This is an optimization exercise on Yosys and OpenROAD, whose aim is small area, not a production implementation.
In this exercise RTL edits were held to simulation tests only and were not proved equivalent to the original.

==> run a <==
// top
module  top(
        input                   clk                     ,
        input                   s_rst_n                 ,
        input                   key1                    ,
        input                   key2                    ,
        input                   key3                    ,
        output  wire            led                     ,
        output  wire            rs                      ,
        output  wire            rw                      ,
        output  wire            en                      ,
        output  wire            on                      ,
        output  wire  [ 7: 0]   data
);
reg     [ 1: 0]                 rst_r                           ;
wire                            rst_n                           ;
wire                            k1, k2, k3, tick                ;
wire    [ 3: 0]                 sec_l, min_l, hour_l, alarm_min_l, alarm_hour_l;
wire    [ 2: 0]                 sec_h, min_h, alarm_min_h       ;
wire    [ 1: 0]                 hour_h, alarm_hour_h            ;
wire    [ 3: 0]                 n_min_l, n_hour_l, n_alarm_min_l, n_alarm_hour_l;
wire    [ 2: 0]                 n_min_h, n_alarm_min_h          ;
wire    [ 1: 0]                 n_hour_h, n_alarm_hour_h        ;
wire    [ 2: 0]                 adjust                          ;
always  @(posedge clk or negedge s_rst_n)begin
    if(s_rst_n==1'b0)
        rst_r   <=  'd0;
    else
        rst_r   <=  {rst_r[0],1'b1};
end
assign  rst_n   =       rst_r[1];
debounce debounce_inst1 (.clk(clk), .rst_n(rst_n), .key_in(key1), .key_prev(k1));
debounce debounce_inst2 (.clk(clk), .rst_n(rst_n), .key_in(key2), .key_prev(k2));
debounce debounce_inst3 (.clk(clk), .rst_n(rst_n), .key_in(key3), .key_prev(k3));
alarm alarm_inst (
        .clk(clk), .rst_n(rst_n), .k1(k1), .k2(k2), .k3(k3), .tick(tick),
        .sec_l(sec_l), .sec_h(sec_h), .min_l(min_l), .min_h(min_h),
  ...
==> module alarm, before the edit <==
module  alarm(
        input                   clk                     ,
        input                   rst_n                   ,
        input                   k1                      , 
        input                   k2                      ,
        input                   k3                      ,
        input                   tick                    , 
        output  reg   [ 3: 0]   sec_l                   ,
        output  reg   [ 2: 0]   sec_h                   ,
        output  reg   [ 3: 0]   min_l                   ,
        output  reg   [ 2: 0]   min_h                   ,
        output  reg   [ 3: 0]   hour_l                  ,
        output  reg   [ 1: 0]   hour_h                  ,
        output  reg   [ 3: 0]   alarm_min_l             ,
        output  reg   [ 2: 0]   alarm_min_h             ,
        output  reg   [ 3: 0]   alarm_hour_l            ,
        output  reg   [ 1: 0]   alarm_hour_h            ,
        output  reg   [ 2: 0]   adjust                  ,
        output  wire  [ 3: 0]   n_min_l                 ,
        output  wire  [ 2: 0]   n_min_h                 ,
        output  wire  [ 3: 0]   n_hour_l                ,
        output  wire  [ 1: 0]   n_hour_h                ,
        output  wire  [ 3: 0]   n_alarm_min_l           ,
        output  wire  [ 2: 0]   n_alarm_min_h           ,
        output  wire  [ 3: 0]   n_alarm_hour_l          ,
        output  wire  [ 1: 0]   n_alarm_hour_h
);
wire    [ 3: 0]                 n_sec_l                         ;
wire    [ 2: 0]                 n_sec_h                         ;
wire    [ 2: 0]                 n_adjust                        ;
wire    mode0   =   adjust == 3'd0;
wire    sec59   =   sec_l == 4'd9 && sec_h == 3'd5;
wire    min59   =   min_l == 4'd9 && min_h == 3'd5;
wire    sel_s   =   adjust == 3'd1 || (mode0 && !sec59);
wire    sel_m   =   adjust == 3'd2 || (mode0 && sec59 && !min59);
wire    sel_h   =   adjust == 3'd3 || (mode0 && sec59 && min59);
wire    sel_am  =   adjust == 3'd4;
wire    sel_ah  =   adjust == 3'd5;
wire    clr_s   =   mode0 && tick && sec59;
wire    clr_m   =   mode0 && tick && sec59 && min59;
wire    [ 3: 0]                 f_l, nf_l                       ;
wire    [ 2: 0]                 f_h, nf_h                       ;
assign  f_l     =   {4{sel_s}} & sec_l | {4{sel_m}} & min_l | {4{sel_h}} & hour_l |
                    {4{sel_am}} & alarm_min_l | {4{sel_ah}} & alarm_hour_l;
assign  f_h     =   {3{sel_s}} & sec_h | {3{sel_m}} & min_h | {3{sel_h}} & {1'b0, hour_h} |
                    {3{sel_am}} & alarm_min_h | {3{sel_ah}} & {1'b0, alarm_hour_h};
counter60 cnt_inst (.l(f_l), .h(f_h), .is24(sel_h || sel_ah),
        .inc(mode0 ? tick : k2), .dec(!mode0 && k3),
        .nl(nf_l), .nh(nf_h));
assign  n_adjust        =   !k1 ? adjust : (adjust == 3'd5) ? 3'd0 : adjust + 1'b1;
assign  n_sec_l         =   sel_s ? nf_l : clr_s ? 4'd0 : sec_l;
assign  n_sec_h         =   sel_s ? nf_h : clr_s ? 3'd0 : sec_h;
assign  n_min_l         =   sel_m ? nf_l : clr_m ? 4'd0 : min_l;
assign  n_min_h         =   sel_m ? nf_h : clr_m ? 3'd0 : min_h;
assign  n_hour_l        =   sel_h ? nf_l : hour_l;
assign  n_hour_h        =   sel_h ? nf_h[1:0] : hour_h;
assign  n_alarm_min_l   =   sel_am ? nf_l : alarm_min_l;
assign  n_alarm_min_h   =   sel_am ? nf_h : alarm_min_h;
assign  n_alarm_hour_l  =   sel_ah ? nf_l : alarm_hour_l;
assign  n_alarm_hour_h  =   sel_ah ? nf_h[1:0] : alarm_hour_h;
always @(posedge clk)begin
    if(!rst_n)begin
        sec_l <= 0; sec_h <= 0; min_l <= 0; min_h <= 0; hour_l <= 0; hour_h <= 0;
        alarm_min_l <= 0; alarm_min_h <= 0; alarm_hour_l <= 0; alarm_hour_h <= 0;
        adjust <= 0;
    end
    else begin
        sec_l <= n_sec_l; sec_h <= n_sec_h;
        min_l <= n_min_l; min_h <= n_min_h;
        hour_l <= n_hour_l; hour_h <= n_hour_h;
        alarm_min_l <= n_alarm_min_l; alarm_min_h <= n_alarm_min_h;
        alarm_hour_l <= n_alarm_hour_l; alarm_hour_h <= n_alarm_hour_h;
        adjust <= n_adjust;
    end
end
endmodule
==> flow/config.mk <==
export PLATFORM = sky130hd
export DESIGN_NAME = top
export DESIGN_NICKNAME = top
export VERILOG_FILES = /design/flow/design.v
export SDC_FILE = /design/flow/constraint.sdc
export NUM_CORES = 4
export LEC_CHECK = 0
export CAP_MARGIN = 20
export CORE_MARGIN = 2
export CORE_UTILIZATION = 70
export SLEW_MARGIN = 20
export SYNTH_HIERARCHICAL = 1
==> flow/constraint.sdc <==
create_clock -name core_clock -period 20.0 [get_ports {clk}]
set_input_delay 4.0000 -clock core_clock [delete_from_list [all_inputs] [get_ports {clk}]]
set_output_delay 4.0000 -clock core_clock [all_outputs]
set_load 0.01 [all_outputs]
standard.sh (not shown) runs the stock make flow with config.mk's settings and CLKGATE_MAP_FILE= SYNTH_SCRIPT=/design/flow/synth_recipe.tcl, a recipe that flattens the netlist after the stock synthesis.
==> flow/flow/run.sh <==
#!/bin/bash
# Layout flow: the standard synthesis, then the combinational logic
# between the registers is mapped again with area-oriented ABC scripts
# (registers, their names and cell types are kept as synthesis made them;
# each new netlist must be fully mapped and is proved equivalent to the
# standard one, register pins taken as cut points; the smallest is used),
# then the standard layout from floorplan to finish.
set -euo pipefail
R=orfs/results/sky130hd/top/base
LIB=$FLOW_HOME/platforms/sky130hd/lib/sky130_fd_sc_hd__tt_025C_1v80.lib
DONTUSE=$(sed 's/^/-dont_use /' flow/dont_use.txt | tr '\n' ' ')

# 1. standard synthesis
bash standard.sh synth > log_1_standard_synth.log 2>&1

# 2. re-map the combinational logic
cp $R/1_2_yosys.v netlist_standard.v
best=""; best_area=""
for abc in flow/abc_s*.abc; do
  s=$(basename $abc .abc)
  sed -e "s#@LIB@#$LIB#g" -e "s#@ABC@#$PWD/$abc#g" -e "s#@DONTUSE@#$DONTUSE#g" \
      -e "s#@OUT@#netlist_$s.v#g" -e "s#@STAT@#stat_$s.txt#g" flow/remap.ys > remap_$s.ys
  if ! timeout 600 yosys -l log_2_remap_$s.log -q remap_$s.ys > /dev/null 2>&1; then continue; fi
  [[ -s netlist_$s.v ]] || continue
  # fully mapped: no generic cells left
  if grep -q '\$_' stat_$s.txt; then echo "$s: not mapped" >> log_2_choice.log; continue; fi
  std_ff=$(grep -c "sky130_fd_sc_hd__d[f]" netlist_standard.v || true)
  new_ff=$(grep -c "sky130_fd_sc_hd__d[f]" netlist_$s.v || true)
  if [[ "$std_ff" != "$new_ff" ]]; then echo "$s: registers $new_ff vs $std_ff" >> log_2_choice.log; continue; fi
  sed -e "s#@LIB@#$LIB#g" -e "s#@GOLD@#netlist_standard.v#g" -e "s#@GATE@#netlist_$s.v#g" flow/check.ys > check_$s.ys
  if ! timeout 600 yosys -l log_2_check_$s.log -q check_$s.ys > /dev/null 2>&1; then echo "$s: not proved equivalent" >> log_2_choice.log; continue; fi
  grep -q "SUCCESS" log_2_check_$s.log || { echo "$s: no proof" >> log_2_choice.log; continue; }
  a=$(grep "Chip area" stat_$s.txt | awk '{print $NF}')
  echo "$s: area $a, equivalent" >> log_2_choice.log
  if [[ -z "$best" ]] || awk -v a="$a" -v b="$best_area" 'BEGIN{exit !(a<b)}'; then best=$s; best_area=$a; fi
done
if [[ -n "$best" ]]; then
  echo "using $best ($best_area)" >> log_2_choice.log
  sleep 1
  cp netlist_$best.v $R/1_2_yosys.v
  touch $R/1_2_yosys.v
else
  echo "using the standard netlist" >> log_2_choice.log
fi

# 3. standard layout on the new netlist
# flow/make_args.txt: one more make variable per line for these steps
args=()
if [[ -f flow/make_args.txt ]]; then
  while IFS= read -r line; do [[ -n "$line" ]] && args+=("$line"); done < flow/make_args.txt
fi
bash standard.sh "${args[@]}" finish > log_3_standard_finish.log 2>&1
==> flow/flow/abc_s1.abc <==
strash
&get -n
&st
&dch -f
&nf -a -R 1000
&put
==> flow/flow/abc_s2.abc <==
strash
&get -n
&st
&dch -f
&nf -a -R 1000
&put
strash
&get -n
&st
&dch -f
&nf -a -R 1000
&put
==> flow/flow/abc_s3.abc <==
strash
&get -n
&st
&dch -f
&nf -a -R 1000
&put
strash
&get -n
&st
&dch -f
&nf -a -R 1000
&put
strash
&get -n
&st
&dch -f
&nf -a -R 1000
&put
strash
&get -n
&st
&dch -f
&nf -a -R 1000
&put
strash
&get -n
&st
&dch -f
&nf -a -R 1000
&put
==> flow/flow/abc_s4.abc <==
strash
dc2
strash
&get -n
&st
&dch -f
&nf -a -R 1000
&put
strash
&get -n
&st
&dch -f
&nf -a -R 1000
&put
==> flow/flow/abc_s5.abc <==
strash
dc2
&get -n
&st
&dch -f
&nf -a -R 1000
&put
==> flow/flow/check.ys <==
read_liberty -ignore_miss_func @LIB@
blackbox sky130_fd_sc_hd__df* sky130_fd_sc_hd__sdf* sky130_fd_sc_hd__edf* sky130_fd_sc_hd__sedf* sky130_fd_sc_hd__dl*
read_verilog @GOLD@
hierarchy -top top
flatten
delete t:$scopeinfo
opt_clean -purge
expose -evert t:sky130_fd_sc_hd__df*
rename top gold
design -stash gold_d
read_liberty -ignore_miss_func @LIB@
blackbox sky130_fd_sc_hd__df* sky130_fd_sc_hd__sdf* sky130_fd_sc_hd__edf* sky130_fd_sc_hd__sedf* sky130_fd_sc_hd__dl*
read_verilog @GATE@
hierarchy -top top
flatten
delete t:$scopeinfo
opt_clean -purge
expose -evert t:sky130_fd_sc_hd__df*
rename top gate
design -stash gate_d
design -copy-from gold_d -as gold gold
design -copy-from gate_d -as gate gate
miter -equiv -flatten -make_assert gold gate miter
hierarchy -top miter
sat -verify -prove-asserts -show-ports miter
==> flow/flow/make_args.txt <==
BUFFER_PORTS_ARGS=-buffer_cell sky130_fd_sc_hd__buf_1
CTS_ARGS=-repair_clock_nets -dont_use_dummy_load -buf_list sky130_fd_sc_hd__clkbuf_16 -sink_buffer_max_cap_derate 1.0
==> flow/flow/remap.ys <==
# cell functions from the library; registers and tie cells stay black boxes
read_liberty -ignore_miss_func @LIB@
blackbox sky130_fd_sc_hd__df* sky130_fd_sc_hd__sdf* sky130_fd_sc_hd__edf* sky130_fd_sc_hd__sedf* sky130_fd_sc_hd__dl* sky130_fd_sc_hd__conb_1
read_verilog netlist_standard.v
hierarchy -top top
tee -o stat_standard.txt stat -liberty @LIB@ top
flatten top
opt -purge top
abc -liberty @LIB@ -script @ABC@ @DONTUSE@
opt_clean -purge
hilomap -singleton -hicell sky130_fd_sc_hd__conb_1 HI -locell sky130_fd_sc_hd__conb_1 LO
splitnets
opt_clean -purge
tee -o @STAT@ stat -liberty @LIB@ top
select top
write_verilog -noattr -nohex -nodec -selected @OUT@
Other scripts of this flow, unchanged in this note and not shown: flow/flow/dont_use.txt
==> run b: changes against run a <==
--- a/flow/design.v
+++ b/flow/design.v
@@ -111,7 +111,7 @@
 assign  n_alarm_min_h   =   sel_am ? nf_h : alarm_min_h;
 assign  n_alarm_hour_l  =   sel_ah ? nf_l : alarm_hour_l;
 assign  n_alarm_hour_h  =   sel_ah ? nf_h[1:0] : alarm_hour_h;
-always @(posedge clk)begin
+always @(posedge clk or negedge rst_n)begin
     if(!rst_n)begin
         sec_l <= 0; sec_h <= 0; min_l <= 0; min_h <= 0; hour_l <= 0; hour_h <= 0;
         alarm_min_l <= 0; alarm_min_h <= 0; alarm_hour_l <= 0; alarm_hour_h <= 0;
==> flow/flow/run.sh (replaced) <==
#!/bin/bash
# Layout flow: the standard synthesis, then the combinational logic
# between the registers is mapped again with an area-oriented ABC script
# (registers, their names and cell types are kept as synthesis made them),
# then the standard layout from floorplan to finish.
set -euo pipefail
R=orfs/results/sky130hd/top/base

# 1. standard synthesis
bash standard.sh synth > log_1_standard_synth.log 2>&1

# 2. re-map the combinational logic
cp $R/1_2_yosys.v netlist_standard.v
sed -e "s#@LIB@#$FLOW_HOME/platforms/sky130hd/lib/sky130_fd_sc_hd__tt_025C_1v80.lib#g" \
    -e "s#@ABC@#$PWD/flow/area.abc#g" \
    -e "s#@DONTUSE@#$(cat flow/dont_use.txt | sed 's/^/-dont_use /' | tr '\n' ' ')#g" \
    flow/remap.ys > remap.ys
yosys -l log_2_remap.log -q remap.ys > log_2_remap.stdout 2>&1
# keep the standard netlist if the new one is not smaller or lost a register
std_ff=$(grep -c "sky130_fd_sc_hd__d[f]" netlist_standard.v || true)
new_ff=$(grep -c "sky130_fd_sc_hd__d[f]" netlist_remapped.v || true)
if [[ "$std_ff" == "$new_ff" ]] && [[ -s netlist_remapped.v ]]; then
  sleep 1
  cp netlist_remapped.v $R/1_2_yosys.v
  touch $R/1_2_yosys.v
else
  echo "remap not used: registers $std_ff vs $new_ff" > log_2_remap_skipped.log
fi

# 3. standard layout on the new netlist
bash standard.sh > log_3_standard_finish.log 2>&1
==> flow/flow/area.abc (new file) <==
strash
&get -n
&st
&dch -f
&nf -a -R 1000
&put
--- a/flow/flow/remap.ys
+++ b/flow/flow/remap.ys
@@ -11,6 +11,6 @@
 hilomap -singleton -hicell sky130_fd_sc_hd__conb_1 HI -locell sky130_fd_sc_hd__conb_1 LO
 splitnets
 opt_clean -purge
-tee -o @STAT@ stat -liberty @LIB@ top
+tee -o stat_remapped.txt stat -liberty @LIB@ top
 select top
-write_verilog -noattr -nohex -nodec -selected @OUT@
+write_verilog -noattr -nohex -nodec -selected netlist_remapped.v
removed: flow/flow/abc_s1.abc
removed: flow/flow/abc_s2.abc
removed: flow/flow/abc_s3.abc
removed: flow/flow/abc_s4.abc
removed: flow/flow/abc_s5.abc
removed: flow/flow/check.ys
removed: flow/flow/make_args.txt
==> run c: changes against run a <==
==> flow/flow/abc_s6.abc (new file) <==
strash
&get -n
&st
&dch -f
&nf -a -R 1000
&put
strash
&get -n
&st
&dch -f
&nf -a -R 1000
&put
strash
&get -n
&st
&dch -f
&nf -a -R 1000
&put
strash
&get -n
&st
&dch -f
&nf -a -R 1000
&put
strash
&get -n
&st
&dch -f
&nf -a -R 1000
&put
strash
&get -n
&st
&dch -f
&nf -a -R 1000
&put
strash
&get -n
&st
&dch -f
&nf -a -R 1000
&put
strash
&get -n
&st
&dch -f
&nf -a -R 1000
&put
strash
&get -n
&st
&dch -f
&nf -a -R 1000
&put
strash
&get -n
&st
&dch -f
&nf -a -R 1000
&put
==> flow/flow/abc_s7.abc (new file) <==
strash
&get -n
&st
&dch -f
&nf -a -R 1000
&put
strash
&get -n
&st
&dch -f
&nf -a -R 1000
&put
strash
&get -n
&st
&dch -f
&nf -a -R 1000
&put
strash
&get -n
&st
&dch -f
&nf -a -R 1000
&put
strash
&get -n
&st
&dch -f
&nf -a -R 1000
&put
strash
&get -n
&st
&dch -f
&nf -a -R 1000
&put
strash
&get -n
&st
&dch -f
&nf -a -R 1000
&put
strash
&get -n
&st
&dch -f
&nf -a -R 1000
&put
strash
&get -n
&st
&dch -f
&nf -a -R 1000
&put
strash
&get -n
&st
&dch -f
&nf -a -R 1000
&put
strash
&get -n
&st
&dch -f
&nf -a -R 1000
&put
strash
&get -n
&st
&dch -f
&nf -a -R 1000
&put
strash
&get -n
&st
&dch -f
&nf -a -R 1000
&put
strash
&get -n
&st
&dch -f
&nf -a -R 1000
&put
strash
&get -n
&st
&dch -f
&nf -a -R 1000
&put
==> flow/flow/abc_s8.abc (new file) <==
strash
&get -n
&st
&dch
&nf -a -R 1000
&put
strash
&get -n
&st
&dch
&nf -a -R 1000
&put
strash
&get -n
&st
&dch
&nf -a -R 1000
&put
strash
&get -n
&st
&dch
&nf -a -R 1000
&put
strash
&get -n
&st
&dch
&nf -a -R 1000
&put
strash
&get -n
&st
&dch
&nf -a -R 1000
&put
strash
&get -n
&st
&dch
&nf -a -R 1000
&put
strash
&get -n
&st
&dch
&nf -a -R 1000
&put
strash
&get -n
&st
&dch
&nf -a -R 1000
&put
strash
&get -n
&st
&dch
&nf -a -R 1000
&put
==> flow/flow/make_args.txt (replaced) <==
BUFFER_PORTS_ARGS=-buffer_cell sky130_fd_sc_hd__buf_1
CTS_ARGS=-sink_clustering_enable -repair_clock_nets -dont_use_dummy_load
==> run d: changes against run a <==
--- a/flow/design.v
+++ b/flow/design.v
@@ -111,7 +111,7 @@
 assign  n_alarm_min_h   =   sel_am ? nf_h : alarm_min_h;
 assign  n_alarm_hour_l  =   sel_ah ? nf_l : alarm_hour_l;
 assign  n_alarm_hour_h  =   sel_ah ? nf_h[1:0] : alarm_hour_h;
-always @(posedge clk)begin
+always @(posedge clk or negedge rst_n)begin
     if(!rst_n)begin
         sec_l <= 0; sec_h <= 0; min_l <= 0; min_h <= 0; hour_l <= 0; hour_h <= 0;
         alarm_min_l <= 0; alarm_min_h <= 0; alarm_hour_l <= 0; alarm_hour_h <= 0;
==> flow/flow/run.sh (replaced) <==
#!/bin/bash
# Layout flow: the standard synthesis, then the combinational logic
# between the registers is mapped again with an area-oriented ABC script
# (registers, their names and cell types are kept as synthesis made them),
# then the standard layout from floorplan to finish.
set -euo pipefail
R=orfs/results/sky130hd/top/base

# 1. standard synthesis
bash standard.sh synth > log_1_standard_synth.log 2>&1

# 2. re-map the combinational logic
cp $R/1_2_yosys.v netlist_standard.v
sed -e "s#@LIB@#$FLOW_HOME/platforms/sky130hd/lib/sky130_fd_sc_hd__tt_025C_1v80.lib#g" \
    -e "s#@ABC@#$PWD/flow/area.abc#g" \
    -e "s#@DONTUSE@#$(cat flow/dont_use.txt | sed 's/^/-dont_use /' | tr '\n' ' ')#g" \
    flow/remap.ys > remap.ys
yosys -l log_2_remap.log -q remap.ys > log_2_remap.stdout 2>&1
# keep the standard netlist if the new one is not smaller or lost a register
std_ff=$(grep -c "sky130_fd_sc_hd__d[f]" netlist_standard.v || true)
new_ff=$(grep -c "sky130_fd_sc_hd__d[f]" netlist_remapped.v || true)
if [[ "$std_ff" == "$new_ff" ]] && [[ -s netlist_remapped.v ]]; then
  sleep 1
  cp netlist_remapped.v $R/1_2_yosys.v
  touch $R/1_2_yosys.v
else
  echo "remap not used: registers $std_ff vs $new_ff" > log_2_remap_skipped.log
fi

# 3. standard layout on the new netlist
# flow/make_args.txt: one more make variable per line for these steps
args=()
if [[ -f flow/make_args.txt ]]; then
  while IFS= read -r line; do [[ -n "$line" ]] && args+=("$line"); done < flow/make_args.txt
fi
bash standard.sh "${args[@]}" finish > log_3_standard_finish.log 2>&1
==> flow/flow/area.abc (new file) <==
strash
&get -n
&st
&dch -f
&nf -a -R 1000
&put
==> flow/flow/make_args.txt (replaced) <==
BUFFER_PORTS_ARGS=-buffer_cell sky130_fd_sc_hd__buf_1
CTS_ARGS=-sink_clustering_enable -repair_clock_nets -dont_use_dummy_load
--- a/flow/flow/remap.ys
+++ b/flow/flow/remap.ys
@@ -11,6 +11,6 @@
 hilomap -singleton -hicell sky130_fd_sc_hd__conb_1 HI -locell sky130_fd_sc_hd__conb_1 LO
 splitnets
 opt_clean -purge
-tee -o @STAT@ stat -liberty @LIB@ top
+tee -o stat_remapped.txt stat -liberty @LIB@ top
 select top
-write_verilog -noattr -nohex -nodec -selected @OUT@
+write_verilog -noattr -nohex -nodec -selected netlist_remapped.v
removed: flow/flow/abc_s1.abc
removed: flow/flow/abc_s2.abc
removed: flow/flow/abc_s3.abc
removed: flow/flow/abc_s4.abc
removed: flow/flow/abc_s5.abc
removed: flow/flow/check.ys
==> results_dict.tcl <==
set metrics [dict create \
    post-route-util_pct 79.0 \
    grt_first_pass_wirelength_mm 21.4 \
    cp_slowest_stage_delay_ns 1.01 \
    cp_top_family "flip-flops" \
    multi_input_area_share_pct 45.3 \
    layout_commonest_cell "nand2_1" \
    area_delta_synth_final_pct 9.71 \
    status "no timing/DRC/antenna violations" \
    r2r_cells 18 \
    n_all_inverters 17 \
    global_route.usage.total_pct 32.7 \
    coreArea_um2 7210 \
    post_drt_wl_per_cell_um 18.3 \
    dr_total_vias 4679 \
]
the above is filed under run b

==> results_dict.tcl <==
set metrics [dict create \
    status "no timing/DRC/antenna violations" \
    critPathMaxFanout 27 \
    cp_slowest_stage_delay_ns 0.85 \
    dr_total_vias 4595 \
    grt_first_pass_wirelength_mm 20.3 \
    cp_top_family "flip-flops" \
    post_drt_wl_per_cell_um 17.5 \
    post-route-util_pct 79.5 \
    global_route.usage.total_pct 33.4 \
    multi_input_area_share_pct 47.5 \
    coreArea_um2 6830 \
    area_delta_synth_final_pct 8.93 \
    worstSetupEndpointType "output port" \
    n_all_inverters 14 \
]
the above is filed under run a

==> results_dict.tcl <==
set metrics [dict create \
    cp_top_family "simple AND/OR/NAND/NOR gates" \
    area_delta_synth_final_pct 6.31 \
    dr_total_vias 4535 \
    grt_first_pass_wirelength_mm 20.9 \
    global_route.usage.total_pct 32.0 \
    layout_commonest_cell "nand2_1" \
    multi_input_area_share_pct 46.7 \
    multi_input_area_um2 2580 \
    n_all_inverters 17 \
    coreArea_um2 7210 \
    status "no timing/DRC/antenna violations" \
    r2r_cells 18 \
    grt_max_degree 67 \
    post-route-util_pct 76.6 \
    cp_slowest_stage_delay_ns 0.83 \
]
the above is filed under run d

==> results_dict.tcl <==
set metrics [dict create \
    area_delta_synth_final_pct 6.58 \
    coreArea_um2 6830 \
    layout_commonest_cell "dfxtp_1" \
    viasPerCell 6.39 \
    n_fill_cell 530 \
    cp_slowest_stage_delay_ns 0.78 \
    global_route.usage.total_pct 32.5 \
    cp_top_family "simple AND/OR/NAND/NOR gates" \
    status "no timing/DRC/antenna violations" \
    post-route-util_pct 77.1 \
    grt_first_pass_wirelength_mm 19.3 \
    n_all_inverters 18 \
    r2r_cells 17 \
    rows 30 \
]
the above is filed under run c

[port drivers added, routing unchanged]
In the flow no input, the clock included, has a driving cell. The finished layouts below were timed again as built, in two steps.
Step 1 assumes that a clkbuf_16 drives the clock port and a buf_2 every other input.
Step 2 adds t to the input delays and takes it off the output delays; t is the mean of the earliest and latest rising clock arrival at the registers after step 1. Input paths then give back, and output paths get back, about the clock's delay inside the block.
Slacks: ideal ports / drivers / drivers and shift; pairs: ideal ports / drivers.
run	shift t [ns]	setup WS [ns]	worst setup path at the end	latest minus earliest clock arrival (ns)
run a	0.371	13.279 / 13.243 / 13.615	register to output	0.016 / 0.017
run b	0.398	12.291 / 12.260 / 12.658	register to output	0.017 / 0.017
run c	0.398	13.011 / 12.978 / 13.376	register to output	0.036 / 0.036
run d	0.396	12.729 / 12.694 / 13.091	register to output	0.039 / 0.039
After both steps setup and hold are still met in every run listed.
